This is an optimization exercise on Yosys and OpenROAD, whose aim is small area, a short achievable clock period and few clock cycles per item, not a production implementation. In this exercise RTL edits were held to simulation tests only and were not proved equivalent to the original. No activity file was given, so power comes from the tool's default toggle rates.

// fir
module fir (
    input  wire        ap_clk,
    input  wire        ap_rst,
    input  wire        ap_start,
    output wire        ap_done,
    output wire        ap_idle,
    output wire        ap_ready,
    output wire [31:0] y,
    output wire        y_ap_vld,
    output wire [3:0]  c_address0,
    output wire        c_ce0,
    input  wire [31:0] c_q0,
    input  wire [31:0] x
);
reg  [3:0]  cnt;       
reg  [3:0]  ph;        
reg  [3:0]  nvalid;    
reg         done_q;
reg         clr;       
reg  [31:0] ring [0:9];
reg  [31:0] c_reg;
reg  [15:0] bone, btwo, bneg;
reg  [31:0] acc_s, acc_c;
reg  [1:0]  acc_t;      
reg  [31:0] acc_e;      
wire ld_ring = (cnt >= 4'd1) && (cnt <= 4'd10);
assign ap_idle    = ~ap_start;
assign ap_done    = done_q;
assign ap_ready   = done_q;
assign y_ap_vld   = done_q;
assign y          = c_reg;
assign c_ce0      = ap_start;
assign c_address0 = (cnt == 4'd10) ? 4'd0 : ((ph == 4'd9) ? 4'd1 : ph + 4'd2);
always @(posedge ap_clk) begin
    if (ap_rst) begin
        cnt    <= 4'd0;
        done_q <= 1'b0;
        clr    <= 1'b0;
        ph     <= 4'd0;
        nvalid <= 4'd0;
    end else begin
        if (cnt == 4'd0)
            cnt <= {3'd0, ap_start};
        else if (cnt == 4'd14)
            cnt <= 4'd0;
        else
            cnt <= cnt + 4'd1;
        done_q <= (cnt == 4'd13);
        clr    <= (cnt == 4'd1);
        if (done_q) begin
            ph <= (ph >= 4'd8) ? ph - 4'd8 : ph + 4'd2;
            if (nvalid != 4'd10)
                nvalid <= nvalid + 4'd1;
        end else begin
            ph <= (ph == 4'd9) ? 4'd0 : ph + 4'd1;
        end
    end
end
integer r;
  ...
clock: 8.5 ns
lec_check: 0
cap_margin: 5
core_margin: 2
core_utilization: 70
cts_buf_list: sky130_fd_sc_hd__clkbuf_8
cts_cluster_diameter: 60
cts_cluster_size: 16
place_density: 0.78
setup_slack_margin: 4.87
slew_margin: 5
tns_end_percent: 30
standard.sh (not shown) runs the stock make flow with config.mk's settings and CLKGATE_MAP_FILE= SYNTH_SCRIPT=/design/flow/synth_recipe.tcl, a recipe that flattens the netlist after the stock synthesis.
==> flow/flow/run.sh <==
#!/bin/bash
# Standard ORFS layout, with two changes:
#  1. after the standard synthesis, flow/polarity.py re-chooses the polarity of the full adders
#     and XOR gates to drop inverters (same function, same registers);
#  2. ports are buffered with buf_2 instead of the flow's default buffer.
set -euo pipefail
W=$(pwd)
R=$W/orfs/results/$FLOW_PLATFORM/fir/base
bash standard.sh "$R/1_2_yosys.v" > synth.log 2>&1
cp "$R/1_2_yosys.v" "$W/1_2_yosys_standard.v"
python3 flow/polarity.py "$W/1_2_yosys_standard.v" "$R/1_2_yosys.v" > polarity.log 2>&1
export BUFFER_PORTS_ARGS="-buffer_cell sky130_fd_sc_hd__buf_2"
bash standard.sh > layout.log 2>&1
Other scripts of this flow, unchanged in this note and not shown: flow/flow/polarity.py
Testbench counts at the start, summed over its fixed seeds: cycles 24,000, items 1,600.
Change:
--- a/flow/config.mk
+++ b/flow/config.mk
@@ -15 +15 @@
-export SETUP_SLACK_MARGIN = 4.87
+export SETUP_SLACK_MARGIN = 4.8
Final area drops slightly.
Sequential power barely changes.
Flip-flop and latch count stays the same.

* * *

lane 4:
fir, a different RTL version from the one above (not shown whole).
Size: about 510 flip-flops, about 110 I/O pins, about 25,000 sq um of cells after synthesis.
==> flow/design.v (excerpt) <==
module fir (
    input  wire        ap_clk,
    input  wire        ap_rst,
    input  wire        ap_start,
    output wire        ap_done,
    output wire        ap_idle,
    output wire        ap_ready,
    output wire [31:0] y,
    output wire        y_ap_vld,
    output wire [3:0]  c_address0,
    output wire        c_ce0,
    input  wire [31:0] c_q0,
    input  wire [31:0] x
);
reg  [3:0]  cnt;       
reg  [3:0]  ph;        
reg  [3:0]  nvalid;    
reg         done_q;
reg         clr;       
reg  [31:0] ring [0:9];
reg  [31:0] c_reg;
reg  [15:0] bone, btwo, bneg;
reg  [31:0] acc_s, acc_c;
reg  [31:0] y_q;
wire busy_rd = (cnt <= 4'd10);
wire ld_ring = (cnt >= 4'd1) && (cnt <= 4'd10);
assign ap_idle    = ~ap_start;
assign ap_done    = done_q;
assign ap_ready   = done_q;
assign y_ap_vld   = done_q;
assign y          = y_q;
assign c_ce0      = ap_start & busy_rd;
assign c_address0 = (cnt == 4'd10) ? 4'd0 : ((ph == 4'd9) ? 4'd1 : ph + 4'd2);
always @(posedge ap_clk) begin
    if (ap_rst) begin
        cnt    <= 4'd0;
        done_q <= 1'b0;
        clr    <= 1'b0;
        ph     <= 4'd0;
        nvalid <= 4'd0;
    end else begin
        if (cnt == 4'd0)
            cnt <= {3'd0, ap_start};
        else if (cnt == 4'd14)
  ...
make LEC_CHECK=0 CAP_MARGIN=20 CORE_MARGIN=2 CORE_UTILIZATION=60 CTS_BUF_LIST=sky130_fd_sc_hd__clkbuf_16 CTS_CLUSTER_DIAMETER=80 CTS_CLUSTER_SIZE=24 PLACE_DENSITY=0.7 SETUP_SLACK_MARGIN=4.7 SLEW_MARGIN=20 finish   # period 8.5 ns
run.sh (not shown) runs the stock make flow with config.mk's settings and CLKGATE_MAP_FILE= SYNTH_SCRIPT=/design/flow/synth_recipe.tcl, a recipe that flattens the netlist after the stock synthesis.
Stock flow here: none of the scripts above is used.
The flow did not stop early for lane 4: all stages ran, and the layout cleared the timing, DRC and antenna checks.
Testbench counts of lane 4, summed over its fixed seeds: cycles 24,000, items 1,600.
Here is what was changed in the inputs of lane 2 compared with lane 4.
Settings: CTS_CLUSTER_SIZE: 24 -> 16; CTS_BUF_LIST: sky130_fd_sc_hd__clkbuf_16 -> sky130_fd_sc_hd__clkbuf_8; CTS_CLUSTER_DIAMETER: 80 -> 60.
[summary]
In terms of register area, lane 4 and lane 2 differ only marginally. Lane 2 against lane 4: met3 wire length now sits higher, worst path setup slack after routing went up by 0.040 ns. Lane 2 against lane 4: clock buffer instance count of the final layout went up, worst hold slack went down, relative contribution of combinational cells to total power went up, maximum fanout count along the critical path went down, share of cell area taken by flip-flops and latches did not really move. Per the comparison of lane 2 with lane 4, via count now sits higher, met1 layer usage reported by global route now sits at about the same level.

[separate check: timing with driven ports]
How much do the figures lean on ideal ports? The routed layouts below were timed once more, with nothing changed but the port constraints.
Step 1: set_driving_cell puts a clkbuf_16 on ap_clk and a buf_2 on each other input, an assumption about the parent block.
Step 2, shift: input delay + t, output delay - t, t = (earliest + latest rising clock arrival at the registers) / 2. This alone moves slack from input paths to output paths.
Slacks: no drivers / after step 1 / after step 2; pairs: no drivers / after step 1.
| run | shift t [ns] | setup WS [ns] | hold slack, ns | slew at the worst register clock pin (ns) |
|---|---|---|---|---|
| the first run of note 1 | 0.674 | 4.781 / 4.781 / 4.781 | 0.293 / 0.293 / 0.293 | 0.10 / 0.10 |
| the second run of note 1 | 0.662 | 4.819 / 4.817 / 4.817 | 0.312 / 0.312 / 0.312 | 0.10 / 0.10 |
| lane 4 | 0.667 | 4.573 / 4.573 / 4.573 | 0.308 / 0.308 / 0.308 | 0.10 / 0.10 |
| lane 2 | 0.693 | 4.613 / 4.613 / 4.613 | 0.303 / 0.303 / 0.303 | 0.10 / 0.10 |
After both steps every run listed still meets setup and hold. For the second run of note 1, which loses most, drivers alone change the setup slack by -0.002 ns; drivers and shift together by -0.002 ns.
